This is an optimization exercise on Yosys and OpenROAD, whose aim is small area and a short achievable clock period, not a production implementation. RTL that was checked went through simulation tests only; none was proved equivalent to the original. Power figures rest on the tool's default switching activity, not on a simulated workload.

// mac_16bit
module mac_16bit(out_rounded,md,mr,clk,rst);
output reg [26:0] out_rounded;
input [15:0] md,mr;
input clk,rst;
reg [15:0] MD;
reg [7:0] ONE, TWO, NEG;         
reg [84:0] P;                  
reg [39:0] A;                    
reg [5:0] CB;                 
reg [8:0] k;       
reg clr;           
reg z1;            
reg r1, z2;        
wire zero = !rst | clr;
wire [16:0] mrx = {mr, 1'b0};
wire [7:0] one_n, two_n, neg_n;
genvar g;
generate for (g = 0; g < 8; g = g + 1) begin : enc
  assign one_n[g] = mrx[2*g+1] ^ mrx[2*g];
  assign two_n[g] = (mrx[2*g+2] & ~mrx[2*g+1] & ~mrx[2*g]) | (~mrx[2*g+2] & mrx[2*g+1] & mrx[2*g]);
  assign neg_n[g] = mrx[2*g+2] & ~(mrx[2*g+1] & mrx[2*g]);
end endgenerate
wire [16:0] pp0 = (({17{ONE[0]}} & {MD[15], MD}) | ({17{TWO[0]}} & {MD, 1'b0})) ^ {17{NEG[0]}};
wire ns0 = ~pp0[16];
wire [16:0] pp1 = (({17{ONE[1]}} & {MD[15], MD}) | ({17{TWO[1]}} & {MD, 1'b0})) ^ {17{NEG[1]}};
wire ns1 = ~pp1[16];
wire [16:0] pp2 = (({17{ONE[2]}} & {MD[15], MD}) | ({17{TWO[2]}} & {MD, 1'b0})) ^ {17{NEG[2]}};
wire ns2 = ~pp2[16];
wire [16:0] pp3 = (({17{ONE[3]}} & {MD[15], MD}) | ({17{TWO[3]}} & {MD, 1'b0})) ^ {17{NEG[3]}};
wire ns3 = ~pp3[16];
wire [16:0] pp4 = (({17{ONE[4]}} & {MD[15], MD}) | ({17{TWO[4]}} & {MD, 1'b0})) ^ {17{NEG[4]}};
wire ns4 = ~pp4[16];
wire [16:0] pp5 = (({17{ONE[5]}} & {MD[15], MD}) | ({17{TWO[5]}} & {MD, 1'b0})) ^ {17{NEG[5]}};
wire ns5 = ~pp5[16];
wire [16:0] pp6 = (({17{ONE[6]}} & {MD[15], MD}) | ({17{TWO[6]}} & {MD, 1'b0})) ^ {17{NEG[6]}};
wire ns6 = ~pp6[16];
wire [16:0] pp7 = (({17{ONE[7]}} & {MD[15], MD}) | ({17{TWO[7]}} & {MD, 1'b0})) ^ {17{NEG[7]}};
wire ns7 = ~pp7[16];
wire as1, ac2; assign {ac2, as1} = {1'b0, pp0[10]} + {1'b0, pp1[8]};
wire as3, ac4; assign {ac4, as3} = {1'b0, pp0[11]} + {1'b0, pp1[9]};
  ...
Size in the first run: ~1200 cells after synthesis, about 210 flip-flops, ~61 I/O pins.
clock: 6.9 ns
lec_check: 0
cap_margin: 20
core_margin: 2
core_utilization: 60
cts_cluster_diameter: 100
cts_cluster_size: 25
setup_slack_margin: 4.2
slew_margin: 20
standard.sh (not shown) runs the stock make flow with config.mk's settings and CLKGATE_MAP_FILE= SYNTH_SCRIPT=/design/flow/synth_recipe.tcl, a recipe that flattens the netlist after the stock synthesis.
==> flow/flow/run.sh <==
#!/bin/bash
# The standard layout (the standard.sh), except that the port buffers are
# sky130_fd_sc_hd__buf_2 cells instead of the default delay buffers.
set -euo pipefail
export BUFFER_PORTS_ARGS="-buffer_cell sky130_fd_sc_hd__buf_2"
bash standard.sh > standard.log 2>&1
Then changed:
==> flow/run.sh (new file) <==
#!/bin/bash
# synth_recipe.tcl (not shown) runs the flow's synth.tcl, then flattens the netlist and writes it again
# the make line also repeats each setting of config.mk as NAME=value (left out here)
make -C /OpenROAD-flow-scripts/flow DESIGN_CONFIG=/design/flow/config.mk WORK_HOME=/design/flow/orfs CLKGATE_MAP_FILE= SYNTH_SCRIPT=/design/flow/synth_recipe.tcl finish
--- a/flow/config.mk
+++ b/flow/config.mk
@@ -10,5 +10,3 @@
 export CORE_UTILIZATION = 60
-export CTS_CLUSTER_DIAMETER = 100
-export CTS_CLUSTER_SIZE = 25
-export SETUP_SLACK_MARGIN = 4.2
+export SETUP_SLACK_MARGIN = 4.25
 export SLEW_MARGIN = 20
removed: flow/flow/run.sh
removed: flow/standard.sh
What happened: The new run finished clean; clock power came out higher by 66%; worst setup slack improved by 18 ps; power goes up by 11%; clock-buffer cell count is higher by 24; wire length climbs by 3.7%; sequential cell count stays the same; critical path depth rises by 3; final cell count went up by 2.3%; synthesized cell count stays the same.
Then changed:
--- a/flow/config.mk
+++ b/flow/config.mk
@@ -10,3 +10,4 @@
 export CORE_UTILIZATION = 60
-export SETUP_SLACK_MARGIN = 4.25
+export PLACE_DENSITY = 0.8
+export SETUP_SLACK_MARGIN = 4.15
 export SLEW_MARGIN = 20
What happened:
- The changed run passed the timing, DRC and antenna checks
- critical path depth drops by 8
- worst setup slack got worse by 99 ps
- clock skew barely changes
- clock-buffer cell count fell by 4
- global-route usage increases by 1.0 points
- final area fell slightly
- total power is higher slightly
- wire length rose by a few percent
- final cell count decreases slightly

---

Another version of the RTL of mac_16bit (not shown whole).
Size: ~1,200 cells after synthesis, roughly 210 flip-flops, ~61 I/O pins.
Settings: LEC_CHECK=0, CAP_MARGIN=20, CORE_MARGIN=2, CORE_UTILIZATION=40, SETUP_SLACK_MARGIN=4.4, SLEW_MARGIN=20, TNS_END_PERCENT=100; clock period 6.9 ns.
run.sh (not shown) runs the stock make flow with config.mk's settings and CLKGATE_MAP_FILE= SYNTH_SCRIPT=/design/flow/synth_recipe.tcl, a recipe that flattens the netlist after the stock synthesis.
Stock flow here: none of the scripts above is used.
Change:
SETUP_SLACK_MARGIN = 3.6   (was 4.4)
TNS_END_PERCENT = default   (was 100)
What happened:
- area after synthesis does not change
- setup slack got worse by 0.029 ns
- total power grows by about 1.5%
No functional check of the RTL was part of any run of this note.

---

## run 1
mac_16bit with an RTL version that a note above also has.
Size in the first run: about 210 flip-flops, about 61 I/O pins, ~13,000 um2 of cells after synthesis.
==> flow/design.v (excerpt) <==
module mac_16bit(out_rounded,md,mr,clk,rst);
output reg [26:0] out_rounded;
input [15:0] md,mr;
input clk,rst;
reg [15:0] MD;
reg [7:0] ONE, TWO, NEG;         
reg [84:0] P;                  
reg [39:0] A;                    
reg [5:0] CB;                 
reg [8:0] k;       
reg clr;           
reg z1;            
reg r1, z2;        
wire zero = !rst | clr;
wire [16:0] mrx = {mr, 1'b0};
wire [7:0] one_n, two_n, neg_n;
genvar g;
generate for (g = 0; g < 8; g = g + 1) begin : enc
  assign one_n[g] = mrx[2*g+1] ^ mrx[2*g];
  assign two_n[g] = (mrx[2*g+2] & ~mrx[2*g+1] & ~mrx[2*g]) | (~mrx[2*g+2] & mrx[2*g+1] & mrx[2*g]);
  assign neg_n[g] = mrx[2*g+2] & ~(mrx[2*g+1] & mrx[2*g]);
end endgenerate
wire [16:0] pp0 = (({17{ONE[0]}} & {MD[15], MD}) | ({17{TWO[0]}} & {MD, 1'b0})) ^ {17{NEG[0]}};
wire ns0 = ~pp0[16];
wire [16:0] pp1 = (({17{ONE[1]}} & {MD[15], MD}) | ({17{TWO[1]}} & {MD, 1'b0})) ^ {17{NEG[1]}};
wire ns1 = ~pp1[16];
wire [16:0] pp2 = (({17{ONE[2]}} & {MD[15], MD}) | ({17{TWO[2]}} & {MD, 1'b0})) ^ {17{NEG[2]}};
wire ns2 = ~pp2[16];
wire [16:0] pp3 = (({17{ONE[3]}} & {MD[15], MD}) | ({17{TWO[3]}} & {MD, 1'b0})) ^ {17{NEG[3]}};
wire ns3 = ~pp3[16];
wire [16:0] pp4 = (({17{ONE[4]}} & {MD[15], MD}) | ({17{TWO[4]}} & {MD, 1'b0})) ^ {17{NEG[4]}};
wire ns4 = ~pp4[16];
wire [16:0] pp5 = (({17{ONE[5]}} & {MD[15], MD}) | ({17{TWO[5]}} & {MD, 1'b0})) ^ {17{NEG[5]}};
wire ns5 = ~pp5[16];
wire [16:0] pp6 = (({17{ONE[6]}} & {MD[15], MD}) | ({17{TWO[6]}} & {MD, 1'b0})) ^ {17{NEG[6]}};
wire ns6 = ~pp6[16];
wire [16:0] pp7 = (({17{ONE[7]}} & {MD[15], MD}) | ({17{TWO[7]}} & {MD, 1'b0})) ^ {17{NEG[7]}};
  ...
clock: 6.9 ns
lec_check: 0
cap_margin: 20
core_margin: 2
core_utilization: 40
setup_slack_margin: 4.15
slew_margin: 20
standard.sh (not shown) runs the stock make flow with config.mk's settings and CLKGATE_MAP_FILE= SYNTH_SCRIPT=/design/flow/synth_recipe.tcl, a recipe that flattens the netlist after the stock synthesis.
==> flow/flow/run.sh <==
#!/bin/bash
# The standard layout (the standard.sh), except that the port buffers are
# sky130_fd_sc_hd__buf_2 cells instead of the default delay buffers.
set -euo pipefail
export BUFFER_PORTS_ARGS="-buffer_cell sky130_fd_sc_hd__buf_2"
bash standard.sh > standard.log 2>&1
Run 1 went all the way through the flow, and no timing, DRC or antenna check failed.
Setup changes, run 1 to run 2
Settings: CORE_UTILIZATION: 40 -> 60; CTS_CLUSTER_SIZE: unset -> 30; CTS_CLUSTER_DIAMETER: unset -> 120.
Results
Run 2 ended up with a lower number of global-route vias before repair than run 1 did. Lower global-route usage goes to run 1 over run 2. Against run 1 as the reference, run 2 delivers a lower count of non-CTS buffers in the layout. Run 2 vs run 1, total routed wirelength went down by about 6.5%. Summary of run 2 over run 1: count of clock-net buffers in the final layout now sits lower, sequential power now sits at about the same level, final instance area now sits lower, proportion of power drawn by the clock network now sits lower.
The inputs of run 3 differ from those of run 2 as listed below.
Settings: SETUP_SLACK_MARGIN: 4.15 -> 4.4; CORE_UTILIZATION: 60 -> 40; CTS_BUF_LIST: unset -> sky130_fd_sc_hd__clkbuf_4 sky130_fd_sc_hd__clkbuf_8; CTS_CLUSTER_SIZE: 30 -> unset; CTS_CLUSTER_DIAMETER: 120 -> unset.
==> flow/run.sh (new file) <==
#!/bin/bash
# synth_recipe.tcl (not shown) runs the flow's synth.tcl, then flattens the netlist and writes it again
# the make line also repeats each setting of config.mk as NAME=value (left out here)
make -C /OpenROAD-flow-scripts/flow DESIGN_CONFIG=/design/flow/config.mk WORK_HOME=/design/flow/orfs CLKGATE_MAP_FILE= SYNTH_SCRIPT=/design/flow/synth_recipe.tcl finish
removed: flow/flow/run.sh
removed: flow/standard.sh
--- outcome ---
- Against run 2, aggregate routed wire length in run 3 rose by more than 10%.
- Fmax: run 3 higher than run 2
- Run comparison: run 3 cell at the slowest stage of the critical path sky130_fd_sc_hd__fa_1; run 2 cell at the slowest stage of the critical path sky130_fd_sc_hd__dfxtp_2
- Going from run 2 to run 3, vertical die dimension grew by more than 10%.
- Cell area ended up 17% higher on run 3 than on run 2.
What run 4 does differently from run 3 at the input level:
Settings: removing CTS_BUF_LIST (formerly sky130_fd_sc_hd__clkbuf_4 sky130_fd_sc_hd__clkbuf_8); changing SETUP_SLACK_MARGIN from 4.4 to 4.15.
## What came out
Looking at clock skew, run 4 sits 9.5 ps above run 3.
Total power: run 4 vs run 3 down about 5%
Run 3 → run 4: power density over the cells climbed about 3%, combined area of the multi-input logic cells dropped about 4%, routed wire length dropped 6.8%, number of diodes barely changed, worst max-slew margin expressed relative to the limit dropped 0.93 points.
Run 4 falls short of run 3 in worst setup slack.
Looking only at buffer count from post-CTS setup fixing, and setting everything else aside, the higher value of run 4 and run 3 goes to run 3.
Routability congestion estimate shrinks by a few percent when moving from run 3 to run 4.
From run 4 to run 3, DRC violations left did not move at all.

## static timing again, ports no longer ideal
How much do the figures lean on ideal ports? The routed layouts below were timed once more, with nothing changed but the port constraints.
Step 1 (the two cells are an assumption about what drives the block):
set clk [get_ports {clk}]
set_driving_cell -lib_cell sky130_fd_sc_hd__clkbuf_16 $clk
set_driving_cell -lib_cell sky130_fd_sc_hd__buf_2 [delete_from_list [all_inputs] $clk]
Step 2 also shifts input and output timing later by t, the mid clock arrival at the registers, as if the neighbouring blocks saw the same clock.
Slacks: ideal ports / drivers / drivers and shift; pairs: ideal ports / drivers.
run	shift t [ns]	setup WS [ns]	worst hold slack (ns)
the first run of note 1	0.517	4.257 / 4.257 / 3.837	0.334 / 0.334 / 0.334
the second run of note 1	0.553	4.275 / 4.275 / 3.799	0.326 / 0.326 / 0.326
the third run of note 1	0.559	4.176 / 4.132 / 3.740	0.331 / 0.331 / 0.331
the first run of note 2	0.557	3.471 / 3.471 / 3.471	0.329 / 0.329 / 0.329
the second run of note 2	0.562	3.442 / 3.442 / 3.315	0.325 / 0.325 / 0.325
run 1	0.562	4.156 / 4.156 / 3.791	0.338 / 0.338 / 0.338
run 2	0.499	4.242 / 4.242 / 3.868	0.337 / 0.337 / 0.337
run 3	0.567	4.292 / 4.292 / 4.192	0.334 / 0.334 / 0.334
run 4	0.559	4.199 / 4.199 / 3.739	0.334 / 0.334 / 0.334
After both steps every run listed still meets setup and hold. For the second run of note 1, which loses most, drivers alone change the setup slack by 0.000 ns; drivers and shift together by -0.476 ns.
